This design comes from an exercise in tuning for small area on the open sky130 flow, not from production work.
In this exercise RTL edits were held to simulation tests only and were not proved equivalent to the original.
The clock port is modelled as an ideal driver; clocking choices that lean on that would not hold on a real chip.
Power figures rest on the tool's default switching activity, not on a simulated workload.

==> flow/design.v <==
module counter_and_display(clk,rst,SEC_low,SEC_high,MIN_low,MIN_high,HOUR_low,HOUR_high,key0,key1,key2,key3);
input clk;
input rst;
input key0,key1,key2,key3;
output [6:0] SEC_low;
output [6:0] SEC_high;
output [6:0] MIN_low;
output [6:0] MIN_high;
output [6:0] HOUR_low;
output [6:0] HOUR_high;
reg [9:0] pre;
reg [3:0] ks;
reg [3:0] kp;
reg [3:0] s_lo;
reg [2:0] s_hi;
reg [3:0] m_lo;
reg [2:0] m_hi;
wire [3:0] s_lo_d; wire [2:0] s_hi_d; wire [3:0] m_lo_d; wire [2:0] m_hi_d; reg [3:0] h_lo; reg [1:0] h_hi; wire [3:0] h_lo_d; wire [1:0] h_hi_d; wire hl9, hl0, hl3, hh2, hh0, hcu, hcd;
wire tc, s9, s5, sc, s_hi_en, m9, m0, m5, mh0, mz, m59, mdn, mup, mcu, mcd, hdn, hup;
wire [9:0] prel = pre ^ 10'd597;
wire [3:0] ksl = ks ^ 4'd15;
wire [3:0] kpl = kp ^ 4'd8;
assign tc = (~pre[0] & ~pre[1] & ~pre[2] & pre[3] & ~pre[4] & pre[5] & ~pre[6] & ~pre[7] & pre[8] & pre[9]);
assign s9 = (~s_lo[0] & s_lo[2]);
assign s5 = (~s_hi[0] & s_hi[2]);
assign sc = tc & s9 & s5;
assign s_hi_en = tc & s9;
assign m9 = (m_lo[0] & m_lo[3]);
assign m0 = (~m_lo[1] & m_lo[3]);
assign m5 = (~m_hi[0] & ~m_hi[1] & m_hi[2]);
assign mh0 = (m_hi[0] & m_hi[1]);
assign mz = m0 & mh0;
assign m59 = m9 & m5;
assign mdn = kpl[1];
assign mup = kpl[0] | sc;
assign hdn = kpl[3] | (~kpl[2] & kpl[1] & mz);
assign hup = ~kpl[3] & (kpl[2] | (mup & m59));
assign mcd = mdn & m0;
assign mcu = ~mdn & mup & m9;
assign s_lo_d[0] = rst | (tc ? ((~s_lo[2] & ~s_lo[3]) | (~s_lo[0]) | (s_lo[2] & s_lo[3])) : s_lo[0]);
assign s_lo_d[1] = ~rst & (tc ? ((s_lo[0] & s_lo[1]) | (s_lo[0] & ~s_lo[2] & ~s_lo[3])) : s_lo[1]);
assign s_lo_d[2] = ~rst & (tc ? ((~s_lo[0] & ~s_lo[2]) | (s_lo[1] & ~s_lo[3]) | (s_lo[0] & s_lo[2] & ~s_lo[3])) : s_lo[2]);
assign s_lo_d[3] = ~rst & (tc ? ((s_lo[1]) | (s_lo[2] & s_lo[3])) : s_lo[3]);
assign s_hi_d[0] = rst | (s_hi_en ? ((s_hi[2])) : s_hi[0]);
assign s_hi_d[1] = rst | (s_hi_en ? ((~s_hi[1]) | (s_hi[0] & ~s_hi[2]) | (~s_hi[0] & s_hi[2])) : s_hi[1]);
assign s_hi_d[2] = rst | (s_hi_en ? ((s_hi[1] & s_hi[2]) | (~s_hi[0] & ~s_hi[1])) : s_hi[2]);
assign m_lo_d[0] = ~rst & (mdn ? ((~m_lo[0])) : (mup ? ((~m_lo[0])) : m_lo[0]));
assign m_lo_d[1] = ~rst & (mdn ? ((m_lo[1] & ~m_lo[2]) | (m_lo[3])) : (mup ? ((m_lo[1] & ~m_lo[3]) | (~m_lo[0] & m_lo[1]) | (~m_lo[0] & m_lo[2])) : m_lo[1]));
assign m_lo_d[2] = ~rst & (mdn ? ((m_lo[1] & ~m_lo[3]) | (~m_lo[0] & m_lo[2])) : (mup ? ((~m_lo[0] & ~m_lo[3]) | (m_lo[2] & ~m_lo[3])) : m_lo[2]));
assign m_lo_d[3] = rst | (mdn ? ((~m_lo[1] & m_lo[3]) | (m_lo[0] & ~m_lo[2])) : (mup ? ((m_lo[1] & ~m_lo[2]) | (m_lo[0] & m_lo[1])) : m_lo[3]));
assign m_hi_d[0] = (m_hi[0] & ~mcd & ~mcu) | (rst) | (~m_hi[0] & mcu) | (~m_hi[0] & mcd);
assign m_hi_d[1] = (m_hi[1] & ~mcd & ~mcu) | (rst) | (~m_hi[1] & m_hi[2] & ~mcd & mcu) | (~m_hi[2] & mcd);
assign m_hi_d[2] = (rst) | (~m_hi[2] & mcd) | (m_hi[1] & mcd) | (m_hi[2] & ~mcd & ~mcu) | (~m_hi[1] & ~mcd & mcu);
assign hl9 = (~h_lo[0] & h_lo[1]);
assign hl0 = (h_lo[0] & ~h_lo[2] & ~h_lo[3]);
assign hl3 = (~h_lo[0] & ~h_lo[1] & ~h_lo[2]);
assign hh2 = (h_hi[0] & h_hi[1]);
assign hh0 = (~h_hi[0]);
assign hcu = hup & (hl9 | (hh2 & hl3));
assign hcd = hdn & hl0;
assign h_hi_d[0] = ~rst & (hcd ? ((h_hi[1])) : (hcu ? ((~h_hi[1]) | (~h_hi[0])) : h_hi[0]));
assign h_hi_d[1] = rst | (hcd ? ((~h_hi[1]) | (~h_hi[0])) : (hcu ? ((h_hi[0])) : h_hi[1]));
assign h_lo_d[0] = (h_lo[0] & ~hdn & ~hup) | (rst) | (~h_lo[0] & hdn) | (~h_lo[0] & hup) | (~h_lo[1] & h_lo[2] & hup) | (h_lo[2] & h_lo[3] & hdn);
assign h_lo_d[1] = (~h_lo[1] & h_lo[3] & ~rst & hup) | (~h_lo[2] & ~h_lo[3] & ~rst & hdn & ~hh0) | (~h_lo[0] & ~h_lo[3] & ~rst & hdn) | (h_lo[1] & ~rst & ~hdn & ~hup);
assign h_lo_d[2] = ~((rst) | (h_lo[0] & ~h_lo[3] & hdn) | (~h_lo[0] & h_lo[3] & hdn) | (~h_lo[0] & h_lo[2] & hup) | (~h_lo[2] & h_lo[3] & ~hdn) | (~h_lo[2] & ~h_lo[3] & ~hup) | (~h_lo[0] & ~h_lo[2] & hh2));
assign h_lo_d[3] = ~((~h_lo[3] & ~hdn & ~hup) | (rst) | (~h_lo[1] & h_lo[3] & hdn) | (h_lo[1] & hup) | (~h_lo[0] & ~h_lo[2] & hup) | (h_lo[0] & h_lo[2] & ~h_lo[3] & ~hup) | (h_lo[0] & ~h_lo[3] & ~hup & hh0));
assign SEC_low[0] = (s_lo[1] & ~s_lo[3]) | (~s_lo[0] & s_lo[1]);
assign SEC_low[1] = (~s_lo[1] & s_lo[3]);
assign SEC_low[2] = (s_lo[1] & s_lo[2]);
assign SEC_low[3] = (~s_lo[0] & ~s_lo[2]) | (s_lo[1] & ~s_lo[3]);
assign SEC_low[4] = (~s_lo[0]) | (s_lo[1] & ~s_lo[2]) | (~s_lo[1] & s_lo[2] & s_lo[3]);
assign SEC_low[5] = (s_lo[0] & s_lo[1]) | (~s_lo[0] & ~s_lo[1] & ~s_lo[2]);
assign SEC_low[6] = (~s_lo[2] & ~s_lo[3]);
assign SEC_high[0] = (~s_hi[1]);
assign SEC_high[1] = (~s_hi[0] & s_hi[2]);
assign SEC_high[2] = (s_hi[0] & ~s_hi[2]);
assign SEC_high[3] = (~s_hi[1]);
assign SEC_high[4] = (~s_hi[0]) | (~s_hi[1]);
assign SEC_high[5] = (s_hi[1] & ~s_hi[2]) | (s_hi[0] & ~s_hi[1]);
assign SEC_high[6] = (s_hi[0] & s_hi[2]);
assign MIN_low[0] = (m_lo[0] & ~m_lo[1] & ~m_lo[2]) | (~m_lo[0] & ~m_lo[1] & m_lo[2]);
assign MIN_low[1] = (m_lo[1] & m_lo[2]);
assign MIN_low[2] = (~m_lo[0] & ~m_lo[2] & ~m_lo[3]);
assign MIN_low[3] = (m_lo[0] & ~m_lo[2] & ~m_lo[3]) | (~m_lo[0] & ~m_lo[1] & m_lo[2]);
assign MIN_low[4] = (m_lo[0]) | (m_lo[2] & ~m_lo[3]);
assign MIN_low[5] = (~m_lo[2] & ~m_lo[3]) | (m_lo[0] & ~m_lo[1]);
assign MIN_low[6] = (~m_lo[1] & m_lo[3]) | (m_lo[0] & ~m_lo[2] & ~m_lo[3]);
assign MIN_high[0] = (~m_hi[2]);
assign MIN_high[1] = (~m_hi[0] & ~m_hi[1] & m_hi[2]);
assign MIN_high[2] = (m_hi[0] & ~m_hi[1] & m_hi[2]);
assign MIN_high[3] = (~m_hi[2]);
assign MIN_high[4] = (~m_hi[2]) | (~m_hi[0]);
assign MIN_high[5] = (~m_hi[0] & ~m_hi[2]) | (m_hi[0] & ~m_hi[1] & m_hi[2]) | (~m_hi[0] & m_hi[1]);
assign MIN_high[6] = (~m_hi[0] & ~m_hi[2]) | (m_hi[0] & m_hi[1]);
assign HOUR_low[0] = (h_lo[0] & h_lo[2] & ~h_lo[3]) | (~h_lo[0] & h_lo[2] & h_lo[3]);
assign HOUR_low[1] = (h_lo[0] & h_lo[2] & h_lo[3]);
assign HOUR_low[2] = (h_lo[0] & h_lo[1] & ~h_lo[2]);
assign HOUR_low[3] = (h_lo[2] & ~h_lo[3]) | (~h_lo[0] & h_lo[2]);
assign HOUR_low[4] = (~h_lo[0]) | (~h_lo[1] & h_lo[2]);
assign HOUR_low[5] = (h_lo[0] & h_lo[1] & ~h_lo[2]) | (~h_lo[0] & ~h_lo[1]);
assign HOUR_low[6] = (h_lo[0] & ~h_lo[2] & ~h_lo[3]) | (~h_lo[0] & h_lo[2]);
assign HOUR_high[0] = (~h_hi[1]);
assign HOUR_high[1] = 1'b0;
assign HOUR_high[2] = (h_hi[0] & h_hi[1]);
assign HOUR_high[3] = (~h_hi[1]);
assign HOUR_high[4] = (~h_hi[1]);
assign HOUR_high[5] = (h_hi[0]);
assign HOUR_high[6] = (~h_hi[1]) | (~h_hi[0]);
always @(posedge clk) begin
	if (rst | tc) pre <= 10'd208;
	else pre <= {prel[8:0], ~(prel[2] ^ prel[9])} ^ 10'd597;
	if (rst) begin
		ks <= 4'd0;
		kp <= 4'd8;
	end else begin
		ks <= {key3,key2,key1,key0} ^ 4'd15;
		kp <= (~{key3,key2,key1,key0} & ksl) ^ 4'd8;
	end
	s_lo <= s_lo_d; s_hi <= s_hi_d;
	m_lo <= m_lo_d; m_hi <= m_hi_d;
	h_lo <= h_lo_d; h_hi <= h_hi_d;
end
endmodule
==> flow/flow/run.sh <==
#!/bin/bash
# The standard layout (standard.sh) with these changes, made through ORFS's hooks:
#  - synthesis is the standard one except that ABC maps the logic with
#    flow/abc_area.script (flow/synth_abc.tcl wraps synth_recipe.tcl);
#  - the port buffers are the smallest buffer cell (buf_1);
#  - after floorplan, logic cells are swapped for the smallest drive strength of
#    their family (flow/downsize.tcl);
#  - the clock port drives 3 clock buffers, each feeding the registers of one part
#    (clkbuf_8, or clkbuf_4 for a group of at most 10 registers)
#    of the core (flow/clk_tree.tcl, run just before clock tree synthesis, which
#    then finds the clock already buffered).
# The tools' output goes to standard.log here and to ORFS's logs under orfs/.
set -o pipefail
export FLOW_STD_SYNTH=$PWD/synth_recipe.tcl
export FLOW_ABC_SCRIPT=$PWD/flow/abc_area.script
sed "s#SYNTH_SCRIPT=[^ ]*#SYNTH_SCRIPT=$PWD/flow/synth_abc.tcl#" standard.sh > standard_abc.sh
grep -q "SYNTH_SCRIPT=$PWD/flow/synth_abc.tcl" standard_abc.sh || { echo "could not set SYNTH_SCRIPT" >&2; exit 1; }
export BUFFER_PORTS_ARGS="-buffer_cell sky130_fd_sc_hd__buf_1"
export POST_FLOORPLAN_TCL=$PWD/flow/downsize.tcl
export CLK_TREE_N=3
export CLK_TREE_BUF=sky130_fd_sc_hd__clkbuf_8
export CLK_TREE_SMALL_BUF=sky130_fd_sc_hd__clkbuf_4
export CLK_TREE_SMALL_MAX=10
export PRE_CTS_TCL=$PWD/flow/clk_tree.tcl
export CTS_ARGS="-clk_nets clk -dont_use_dummy_load -buf_list {sky130_fd_sc_hd__clkbuf_8 sky130_fd_sc_hd__clkbuf_4}"
bash standard_abc.sh > standard.log 2>&1
==> flow/flow/abc_area.script <==
strash
dch -f
amap
mfs -a
strash
dch -f
amap
topo
==> flow/flow/clk_tree.tcl <==
# Drive the register clock pins from CLK_TREE_N clock buffers (each placed at the
# centre of its group of registers), all fed from the clock port. A group of at most
# CLK_TREE_SMALL_MAX registers gets the smaller CLK_TREE_SMALL_BUF, if that is set. Runs before
# clock_tree_synthesis, which then finds the clock already buffered.
set block [ord::get_db_block]
set dbu [$block getDbUnitsPerMicron]
set k $::env(CLK_TREE_N)
set pins {}
foreach pin [get_pins -of_objects [get_nets clk]] {
  if {[get_property $pin direction] ne "input"} { continue }
  set inst [[sta::sta_to_db_pin $pin] getInst]
  set bb [$inst getBBox]
  lappend pins [list $pin [expr {([$bb xMin] + [$bb xMax]) / 2.0 / $dbu}] [expr {([$bb yMin] + [$bb yMax]) / 2.0 / $dbu}]]
}
set n [llength $pins]
# k-means on the pin locations, seeded along x
set sorted [lsort -real -index 1 $pins]
set cent {}
for {set i 0} {$i < $k} {incr i} {
  set p [lindex $sorted [expr {int(($i + 0.5) * $n / $k)}]]
  lappend cent [list [lindex $p 1] [lindex $p 2]]
}
for {set iter 0} {$iter < 50} {incr iter} {
  set groups [lrepeat $k {}]
  foreach p $pins {
    set best 0; set bd 1e30
    for {set i 0} {$i < $k} {incr i} {
      set c [lindex $cent $i]
      set d [expr {pow([lindex $p 1] - [lindex $c 0], 2) + pow([lindex $p 2] - [lindex $c 1], 2)}]
      if {$d < $bd} { set bd $d; set best $i }
    }
    lset groups $best [concat [lindex $groups $best] [list $p]]
  }
  set cent {}
  foreach g $groups {
    set sx 0; set sy 0
    foreach p $g { set sx [expr {$sx + [lindex $p 1]}]; set sy [expr {$sy + [lindex $p 2]}] }
    set m [llength $g]
    if {$m == 0} { set m 1 }
    lappend cent [list [expr {$sx / $m}] [expr {$sy / $m}]]
  }
}
set i 0
foreach g $groups c $cent {
  if {[llength $g] == 0} { continue }
  set loads {}
  foreach p $g { lappend loads [lindex $p 0] }
  set cell $::env(CLK_TREE_BUF)
  if {[info exists ::env(CLK_TREE_SMALL_BUF)] && [llength $g] <= $::env(CLK_TREE_SMALL_MAX)} {
    set cell $::env(CLK_TREE_SMALL_BUF)
  }
  puts "clk_tree: buffer $i ($cell) drives [llength $g] clock pins at ($c)"
  insert_buffer -buffer_cell $cell -net clk -load_pins $loads -location $c -buffer_name clkleaf_buf$i -net_name clknet_leaf$i
  incr i
}
==> flow/flow/downsize.tcl <==
# Swap every logic cell for the smallest cell of its family (same function, other
# drive strength): synthesis upsizes gates for a speed the 10 ns clock does not need.
# Registers, buffers, tie cells and physical cells are left alone.
set block [ord::get_db_block]
set db [ord::get_db]
set area {}
foreach lib [$db getLibs] {
  foreach m [$lib getMasters] {
    set name [$m getName]
    if {[regexp {^(sky130_fd_sc_hd__[a-z0-9]+)_([0-9]+)$} $name -> fam drive]} {
      if {[llength [get_lib_cells -quiet $name]] == 0} { continue }
      if {[get_property [get_lib_cells $name] dont_use]} { continue }
      dict lappend area $fam [list $name [expr {[$m getWidth] * [$m getHeight]}]]
    }
  }
}
set n 0
foreach inst [$block getInsts] {
  set name [[$inst getMaster] getName]
  if {![regexp {^(sky130_fd_sc_hd__([a-z0-9]+))_([0-9]+)$} $name -> fam base drive]} { continue }
  if {[regexp {^(df|sdf|edf|dl|buf|clkbuf|clkdly|dlygate|dlymetal|conb|tap|fill|decap|diode|probe|lpflow|macro|bufbuf|bufinv)} $base]} { continue }
  if {![dict exists $area $fam]} { continue }
  set best [lindex [lsort -integer -index 1 [dict get $area $fam]] 0]
  set cur [expr {[[$inst getMaster] getWidth] * [[$inst getMaster] getHeight]}]
  if {[lindex $best 1] < $cur} {
    replace_cell [$inst getName] [lindex $best 0]
    incr n
  }
}
puts "downsize: $n cells swapped for a smaller drive strength"
==> flow/flow/synth_abc.tcl <==
# The standard synthesis (synth_recipe.tcl, which sources ORFS's synth.tcl) with one
# change: the combinational logic is mapped by ABC with flow/abc_area.script, an
# area-only mapping, instead of ORFS's abc_area.script. Registers are untouched: they
# are mapped by dfflibmap before ABC runs, exactly as in the standard synthesis.
proc abc {args} {
  set i [lsearch -exact $args -script]
  if {$i >= 0} { lset args [expr {$i + 1}] $::env(FLOW_ABC_SCRIPT) }
  yosys abc {*}$args
}
source $::env(FLOW_STD_SYNTH)
==> flow/standard.sh <==
#!/bin/bash
# synth_recipe.tcl (not shown) runs the flow's synth.tcl, then flattens the netlist and writes it again
# the make line also repeats each setting of config.mk as NAME=value (left out here)
make -C /OpenROAD-flow-scripts/flow DESIGN_CONFIG=/design/flow/config.mk WORK_HOME=/design/flow/orfs CLKGATE_MAP_FILE= SYNTH_SCRIPT=/design/flow/synth_recipe.tcl "${@:-finish}"
==> flow/config.mk <==
export PLATFORM = sky130hd
export DESIGN_NAME = counter_and_display
export DESIGN_NICKNAME = counter_and_display
export VERILOG_FILES = /design/flow/design.v
export SDC_FILE = /design/flow/constraint.sdc
export NUM_CORES = 4
export LEC_CHECK = 0
export ABC_AREA = 1
export CAP_MARGIN = 20
export CORE_MARGIN = 2
export CORE_UTILIZATION = 40
export SLEW_MARGIN = 20
==> flow/constraint.sdc <==
create_clock -name core_clock -period 10.0 [get_ports {clk}]
set_input_delay 2.0000 -clock core_clock [delete_from_list [all_inputs] [get_ports {clk}]]
set_output_delay 2.0000 -clock core_clock [all_outputs]
set_load 0.01 [all_outputs]
==> results.cfg, run 1 <==
[outcome]
outcome = complete, no violations

[worst_hold_path]
hold_path.class = register to register

[pwr]
power_mw = 0.283
powerDensity_nw_per_um2 = 148
power_leakage_nw = 0.694
ir_worst_vdd_uv = 105

[worst_setup_path]
critPathSlowestCell = dfxtp_1
critical_path.top_delay_family = flip-flops
critPathKind = register to primary output
crit_required_ps = 8000
slowest_delay_ps = 540
critPathBufInv = 2
start_kind = register
worstPathCellList = clkinv_1 -> nor3_1 -> o21bai_1 -> buf_1
worstPathMaxFanout = 11
cp.arrival_ps = 1440
end_kind = primary output

[timing]
fin_setup_tns_ps = 0
setup_viol = 0
hold_viol = 0
fmax_mhz = 291
period_share = 0.344
slew_violations = 0
worst_pin_slew_ps = 606
fin_crit_ps = 3440
maxSlewHeadroom = 0.593
rsz0062_at_grt = false
fin_skew_ps = 31.3

[routing]
postRouteAntennaNets = 0
wl_per_cell_um = 11.0
num_vias = 1633
wl_mm = 3.47
route.detailed.drc = 0
first_pass_iters = 5
routed_via_density = 5.20
dr.first_iter.drc_count = 78

[layout]
syn2layout_area_growth_pct = 12.4
final_cell_count_no_fill = 314
fin_util = 0.471
finalNetCount = 272
final_layout_size_suffix_gt1_frac = 0.0152
antenna_cells = 0

[placement]
hpwl_mm = 2.64
place_inst = 311
gp_congestion = 0.855
io_buffers = 46

[run]
max_cap_violations = 0

[floorplan]
die_area_um2 = 4790
die_x_um = 69.2
start_util = 0.419
ioPinCount = 48
die_h_um = 69.2
rows = 23
core_um2 = 4060

[yosys]
synth.avg_cell_area_um2 = 7.63
synth.yosys.seq_area_share = 0.447
synth_nets = 229
synth_cells = 223
yosysUniqueCellTypes = 33
synth-seq-cells = 38
ys_warn_count = 1
syn_area_um2 = 1700

[clocking]
postCtsSetupRepairBufs = 0
cts_resized = 0
clk_latency_ps = 170
clkTransAtPathRegs_ps = 110
cts_hold_buffers = 0

[grt]
antenna_found_initial = 0
grt_usage = 0.138
overflow = 0
first_global_vias = 1352
grt_max_degree = 24
grt_pass1_wl_mm = 5.91
[power by group]
group	total, mW	internal [mW]	leakage [nW]	switching, mW
sequential	0.170	0.161	0.313	0.00927
clock	0.0599	0.0232	0.0190	0.0367
combinational	0.0535	0.0191	0.362	0.0344
total	0.283	0.203	0.694	0.0804
[final timing paths]
kind	slack, ps	to	cells after the start	start
worst max-delay path	6560	HOUR_low[5]	4	h_lo[0]$_DFF_P_
worst min-delay path	380	kp[2]$_SDFF_PP0_	1	ks[2]$_SDFF_PP0_
worst min register to register	380	kp[2]$_SDFF_PP0_	1	ks[2]$_SDFF_PP0_
worst max register to register	6940	h_hi[0]$_DFF_P_	14	pre[6]$_SDFF_PP1_
[cells in the final DEF (no fill, tap or decap), types with 2 or more instances in the layout]
cell,n
a211oi_1,5
a21oi_1,8
a221oi_1,3
a22oi_1,2
buf_1,46
clkbuf_8,2
clkinv_1,32
dfxtp_1,38
nand2_1,19
nand3_1,5
nor2_1,40
nor3_1,14
o21a_1,3
o21ai_0,13
o221ai_1,3
o22ai_1,9
o31ai_1,2
or3_1,2
[state kept, by name (all words and copies together), names as in the netlist]
signal and count:
s_hi 3, h_hi 2, pre 10, s_lo 4, kp 4, h_lo 4
m_hi 3, m_lo 4, ks 4
[logic make-up (layout without fill, tap and decap cells)]
kind of cell,after synthesis,in the layout,synth area share
AOI/OAI and AO/OA,59,59,0.232
DFF,38,38,0.447
and+or+nand+nor,84,84,0.208
buffers and inverters,41,82,0.110
other,1,1,0.00220
[per-layer routing]
| metal | track usage | share of wire |
|---|---|---|
| met5 | 0 | 0 |
| met4 | 0.0131 | 0.012 |
| met3 | 0.0102 | 0.054 |
| met2 | 0.236 | 0.43 |
| met1 | 0.197 | 0.50 |
[cell usage after synthesis]
cell type / n / share of area
and3_1: 1 / 0.0037
a2111oi_0: 1 / 0.0051
o221ai_1: 3 / 0.015
a211o_1: 1 / 0.0051
o21a_1: 3 / 0.013
or3_1: 2 / 0.0074
o22ai_1: 9 / 0.033
a31oi_1: 1 / 0.0037
nand3_1: 5 / 0.015
dfxtp_1: 38 / 0.45
o21ai_0: 13 / 0.038
o211ai_1: 1 / 0.0044
a221oi_1: 3 / 0.015
o32a_1: 1 / 0.0059
nand2_1: 19 / 0.042
a21oi_1: 8 / 0.024
o31a_1: 1 / 0.0051
a21o_1: 1 / 0.0044
a22oi_1: 2 / 0.0088
or2_0: 1 / 0.0037
clkinv_1: 32 / 0.071
nor2_1: 40 / 0.088
nor3_1: 14 / 0.041
o31ai_1: 2 / 0.0088
a211oi_1: 5 / 0.022
nand4_1: 1 / 0.0037
buf_4: 9 / 0.040
o2111ai_1: 1 / 0.0051
o32ai_1: 1 / 0.0051
o21bai_1: 1 / 0.0044
nor4_1: 1 / 0.0037
conb_1: 1 / 0.0022
a311oi_1: 1 / 0.0051
[layout make-up, without the clock buffers]
type / count / area (um2)
fill: 448 / 2150
multi-input combinational: 144 / 753
inverter: 32 / 120
tap: 50 / 62.6
timing repair buffer: 47 / 180
sequential: 38 / 761
[per-stage QoR]
step / setup slack (ps) / area (um2) / hold WS, ps
floorplan: 6810 / 1700 / 371
global placement: 6780 / 1880 / 377
detailed placement: 6760 / 1880 / 381
CTS: 6750 / 1910 / 381
global route: 6350 / 1910 / 388
finish: 6560 / 1910 / 381
[worst reg2reg max path, stage by stage, from the launching register on]
cell and delay [ps]:
dfxtp_1 330, nor3_1 170, nand2_1 100, nor3_1 170, nand2_1 210, nor3_1 520, a21oi_1 250, nor3_1 360
a21o_1 200, nand2_1 120, nor2_1 190, clkinv_1 110, o22ai_1 120, a22oi_1 80, nor2_1 80
==> inputs of run 2 (changes only) <==
--- a/flow/design.v
+++ b/flow/design.v
@@ -17,18 +17,18 @@
 reg [2:0] m_hi;
 wire [3:0] s_lo_d; wire [2:0] s_hi_d; wire [3:0] m_lo_d; wire [2:0] m_hi_d; reg [3:0] h_lo; reg [1:0] h_hi; wire [3:0] h_lo_d; wire [1:0] h_hi_d; wire hl9, hl0, hl3, hh2, hh0, hcu, hcd;
 wire tc, s9, s5, sc, s_hi_en, m9, m0, m5, mh0, mz, m59, mdn, mup, mcu, mcd, hdn, hup;
-wire [9:0] prel = pre ^ 10'd597;
+wire [9:0] prel = pre ^ 10'd725;
 wire [3:0] ksl = ks ^ 4'd15;
-wire [3:0] kpl = kp ^ 4'd8;
-assign tc = (~pre[0] & ~pre[1] & ~pre[2] & pre[3] & ~pre[4] & pre[5] & ~pre[6] & ~pre[7] & pre[8] & pre[9]);
+wire [3:0] kpl = kp ^ 4'd0;
+assign tc = (pre[0] & pre[1] & pre[2] & pre[3] & ~pre[4] & ~pre[5] & ~pre[6] & ~pre[7] & pre[8] & pre[9]);
 assign s9 = (~s_lo[0] & s_lo[2]);
 assign s5 = (~s_hi[0] & s_hi[2]);
 assign sc = tc & s9 & s5;
 assign s_hi_en = tc & s9;
 assign m9 = (m_lo[0] & m_lo[3]);
 assign m0 = (~m_lo[1] & m_lo[3]);
-assign m5 = (~m_hi[0] & ~m_hi[1] & m_hi[2]);
-assign mh0 = (m_hi[0] & m_hi[1]);
+assign m5 = (m_hi[0] & m_hi[1] & ~m_hi[2]);
+assign mh0 = (~m_hi[0] & ~m_hi[1]);
 assign mz = m0 & mh0;
 assign m59 = m9 & m5;
 assign mdn = kpl[1];
@@ -48,9 +48,9 @@
 assign m_lo_d[1] = ~rst & (mdn ? ((m_lo[1] & ~m_lo[2]) | (m_lo[3])) : (mup ? ((m_lo[1] & ~m_lo[3]) | (~m_lo[0] & m_lo[1]) | (~m_lo[0] & m_lo[2])) : m_lo[1]));
 assign m_lo_d[2] = ~rst & (mdn ? ((m_lo[1] & ~m_lo[3]) | (~m_lo[0] & m_lo[2])) : (mup ? ((~m_lo[0] & ~m_lo[3]) | (m_lo[2] & ~m_lo[3])) : m_lo[2]));
 assign m_lo_d[3] = rst | (mdn ? ((~m_lo[1] & m_lo[3]) | (m_lo[0] & ~m_lo[2])) : (mup ? ((m_lo[1] & ~m_lo[2]) | (m_lo[0] & m_lo[1])) : m_lo[3]));
-assign m_hi_d[0] = (m_hi[0] & ~mcd & ~mcu) | (rst) | (~m_hi[0] & mcu) | (~m_hi[0] & mcd);
-assign m_hi_d[1] = (m_hi[1] & ~mcd & ~mcu) | (rst) | (~m_hi[1] & m_hi[2] & ~mcd & mcu) | (~m_hi[2] & mcd);
-assign m_hi_d[2] = (rst) | (~m_hi[2] & mcd) | (m_hi[1] & mcd) | (m_hi[2] & ~mcd & ~mcu) | (~m_hi[1] & ~mcd & mcu);
+assign m_hi_d[0] = ~((~m_hi[0] & ~mcd & ~mcu) | (rst) | (m_hi[0] & mcu) | (m_hi[0] & mcd));
+assign m_hi_d[1] = ~((~m_hi[1] & ~mcd & ~mcu) | (rst) | (m_hi[1] & ~m_hi[2] & ~mcd & mcu) | (m_hi[2] & mcd));
+assign m_hi_d[2] = (~m_hi[1] & ~rst & ~mcd & mcu) | (m_hi[2] & ~rst & ~mcd & ~mcu) | (m_hi[1] & ~m_hi[2] & ~rst & mcd);
 assign hl9 = (~h_lo[0] & h_lo[1]);
 assign hl0 = (h_lo[0] & ~h_lo[2] & ~h_lo[3]);
 assign hl3 = (~h_lo[0] & ~h_lo[1] & ~h_lo[2]);
@@ -85,13 +85,13 @@
 assign MIN_low[4] = (m_lo[0]) | (m_lo[2] & ~m_lo[3]);
 assign MIN_low[5] = (~m_lo[2] & ~m_lo[3]) | (m_lo[0] & ~m_lo[1]);
 assign MIN_low[6] = (~m_lo[1] & m_lo[3]) | (m_lo[0] & ~m_lo[2] & ~m_lo[3]);
-assign MIN_high[0] = (~m_hi[2]);
-assign MIN_high[1] = (~m_hi[0] & ~m_hi[1] & m_hi[2]);
-assign MIN_high[2] = (m_hi[0] & ~m_hi[1] & m_hi[2]);
-assign MIN_high[3] = (~m_hi[2]);
-assign MIN_high[4] = (~m_hi[2]) | (~m_hi[0]);
-assign MIN_high[5] = (~m_hi[0] & ~m_hi[2]) | (m_hi[0] & ~m_hi[1] & m_hi[2]) | (~m_hi[0] & m_hi[1]);
-assign MIN_high[6] = (~m_hi[0] & ~m_hi[2]) | (m_hi[0] & m_hi[1]);
+assign MIN_high[0] = (m_hi[2]);
+assign MIN_high[1] = (m_hi[0] & m_hi[1] & ~m_hi[2]);
+assign MIN_high[2] = (~m_hi[0] & m_hi[1] & ~m_hi[2]);
+assign MIN_high[3] = (m_hi[2]);
+assign MIN_high[4] = (m_hi[0]) | (m_hi[2]);
+assign MIN_high[5] = (m_hi[0] & ~m_hi[1]) | (~m_hi[0] & m_hi[1] & ~m_hi[2]) | (m_hi[0] & m_hi[2]);
+assign MIN_high[6] = (~m_hi[0] & ~m_hi[1]) | (m_hi[0] & m_hi[2]);
 assign HOUR_low[0] = (h_lo[0] & h_lo[2] & ~h_lo[3]) | (~h_lo[0] & h_lo[2] & h_lo[3]);
 assign HOUR_low[1] = (h_lo[0] & h_lo[2] & h_lo[3]);
 assign HOUR_low[2] = (h_lo[0] & h_lo[1] & ~h_lo[2]);
@@ -107,14 +107,14 @@
 assign HOUR_high[5] = (h_hi[0]);
 assign HOUR_high[6] = (~h_hi[1]) | (~h_hi[0]);
 always @(posedge clk) begin
-	if (rst | tc) pre <= 10'd208;
-	else pre <= {prel[8:0], ~(prel[2] ^ prel[9])} ^ 10'd597;
+	if (rst | tc) pre <= 10'd60;
+	else pre <= {prel[8:0], ~(prel[2] ^ prel[9])} ^ 10'd725;
 	if (rst) begin
 		ks <= 4'd0;
-		kp <= 4'd8;
+		kp <= 4'd0;
 	end else begin
 		ks <= {key3,key2,key1,key0} ^ 4'd15;
-		kp <= (~{key3,key2,key1,key0} & ksl) ^ 4'd8;
+		kp <= (~{key3,key2,key1,key0} & ksl) ^ 4'd0;
 	end
 	s_lo <= s_lo_d; s_hi <= s_hi_d;
 	m_lo <= m_lo_d; m_hi <= m_hi_d;
==> results.cfg, run 2 <==
[grt]
use_met1 = 0.209
antenna_found_initial = 0
grt_most_used_layer = met2
met3_usage = 0.0195
use_met2 = 0.234
grt_max_degree = 22
grt_usage = 0.143
first_global_vias = 1278
grt_pass1_wl_mm = 5.49
overflow = 0

[clocking]
postCtsSetupRepairBufs = 0
cts_resized = 0
clkTransAtPathRegs_ps = 110
cts_hold_buffers = 0
clk_latency_ps = 170

[yosys]
synth.yosys.seq_area_share = 0.456
syn_area_um2 = 1670
ys_warn_count = 1
synth_compound_area_frac = 0.232
synth-seq-cells = 38
yosysUniqueCellTypes = 24
synthTopCellsByArea = dfxtp_1 46%, nor2_1 8.1%, clkinv_1 7.0%
synth-xor-area-share = 0
synth_nets = 223
post-synth-top-area-fraction = 0.456
synth_edf_count = 0
async_flop_share = 0
synth.avg_cell_area_um2 = 7.68
netlist.top_cell.by_area = dfxtp_1
synthAdderAreaFrac = 0
yosys.area_share.simple = 0.194
synth_cells = 217
ys.flop_type = dfxtp_1
synth_top_cells_by_count = 38 x dfxtp_1, 36 x nor2_1, 31 x clkinv_1
synth_top_family_by_area = compound AO/OA/AOI/OAI gates
yosysMostFrequentCell = dfxtp_1
synth_mux_area_frac = 0

[layout]
mostFrequentLayoutCell = buf_1
final_cell_count_no_fill = 306
syn2layout_area_growth_pct = 11.7
regMostFlops = pre
final_layout_size_suffix_gt1_frac = 0.0117
layout_common_cells = 46 x buf_1, 38 x dfxtp_1, 36 x nor2_1
n_fill_cell = 435
antenna_cells = 0
largest_reg_flops = 10
finalNetCount = 264

[routing]
wl_mm = 3.37
wl_per_cell_um = 11.0
route.detailed.drc = 0
first_pass_iters = 4
routed_via_density = 5.15
dr.first_iter.drc_count = 86
postRouteAntennaNets = 0
num_vias = 1575

[timing]
rsz0062_at_grt = false
fin_skew_ps = 37.2
hold_viol = 0
fin_crit_ps = 3640
worst_pin_slew_ps = 870
slew_violations = 0
fin_setup_tns_ps = 0
setup_viol = 0
hold_slack_ps = 388
period_share = 0.364
fmax_mhz = 275
maxSlewHeadroom = 0.420

[floorplan]
die_area_um2 = 4700
rows = 23
ioPinCount = 48
die_x_um = 68.6
core_um2 = 4000
die_h_um = 68.6
start_util = 0.417

[worst_setup_path]
r2r_start = pre[9]$_SDFF_PP0_
crit_required_ps = 10040
critPathLaunch = rst
end_kind = register
rr_worst_depth = 13
worstPathMaxFanout = 21
critPathKind = input port to register
regToRegEndpoint = h_hi[0]$_DFF_P_
crit_path_end = m_hi[2]$_DFF_P_
rrSetupSlack_ps = 6750
start_kind = input port
cp.arrival_ps = 3680

[pwr]
ir_worst_vdd_uv = 129
powerDensity_nw_per_um2 = 152
power_mw = 0.283
power_leakage_nw = 0.661

[placement]
place_inst = 303
hpwl_mm = 2.53
gp_congestion = 0.788
io_buffers = 46

[worst_hold_path]
hold_path.class = register to register

[outcome]
outcome = complete, no violations

[run]
max_cap_violations = 0
-- run 2: area by class of cell, without the clock buffers --
type,instances,area [um2],share of cell area
Sequential cell,38,761,0.409
Multi-Input combinational cell,138,714,0.384
Inverter,31,116,0.0625
Tap cell,50,62.6,0.0336
Timing Repair Buffer,46,173,0.0927
-- run 2: worst min path at each step --
stage	from	endpoint	slack, ps	cells after the start
after floorplan	pre[4]$_SDFF_PP1_	pre[5]$_SDFF_PP1_	360	1
after detailed placement	pre[3]$_SDFF_PP1_	pre[4]$_SDFF_PP1_	380	1
after global placement	pre[3]$_SDFF_PP1_	pre[4]$_SDFF_PP1_	370	1
after CTS	pre[3]$_SDFF_PP1_	pre[4]$_SDFF_PP1_	370	1
final	ks[0]$_SDFF_PP0_	kp[0]$_SDFF_PP0_	390	1
after global routing	ks[2]$_SDFF_PP0_	kp[2]$_SDFF_PP0_	410	1
-- run 2: critical path, stage by stage --
cell and delay (ps):
buf_1 630, clkinv_1 540, nand2_1 200, nor3_1 70
a31oi_1 140, o31ai_1 90
-- run 2: logic make-up (layout without fill, tap and decap cells) --
kind of cell,after synthesis,in the layout
DFF,38,38
other,1,1
AOI/OAI and AO/OA,59,59
and+or+nand+nor,78,78
buffers and inverters,41,80
-- run 2: power breakdown --
group          switching, mW  leakage, nW  internal (mW)
logic                 0.0337        0.328         0.0182
registers            0.00957        0.314          0.161
clock network         0.0379       0.0190         0.0232
total                 0.0812        0.661          0.202
-- run 2: metal layers --
layer,share of wire,vias up
met3,0.050,5
met5,0,-
met1,0.50,701
met2,0.44,32
met4,0.013,0
li1,-,837
-- run 2: through the flow --
| stage | worst slack (ps) | area [um2] | util |
|---|---|---|---|
| 2_1_floorplan | 6790 | 1670 | - |
| 3_3_place_gp | 6130 | 1830 | 0.457 |
| 3_5_place_dp | 6110 | 1830 | 0.457 |
| 4_1_cts | 6110 | 1860 | 0.465 |
| 5_1_grt | 6030 | 1860 | 0.465 |
| 6_report | 6360 | 1860 | 0.465 |

==> separate check: timing with driven ports <==
How much do the figures lean on ideal ports? The routed layouts below were timed once more, with nothing changed but the port constraints. Step 1, drivers: a clkbuf_16 drives clk and a buf_2 each remaining input, both assumed. Step 2 moves the port delays by t, midway between the first and last clock arrival at a register: inputs arrive t later, outputs are due t later. That takes back most of the time a late clock gives input paths. a / b / c = ideal / step 1 / step 2; a / b = the first two.
run	shift t [ns]	setup WS [ns]	hold slack, ns	slew at the worst register clock pin (ns)
run 1	0.191	6.563 / 6.522 / 6.713	0.381 / 0.381 / 0.381	0.11 / 0.11
run 2	0.191	6.359 / 6.371 / 6.180	0.388 / 0.388 / 0.388	0.11 / 0.11
After both steps setup and hold are still met in every run listed. The setup slack of run 2, which loses most, moves by +0.012 ns with the drivers and by -0.179 ns with both steps.
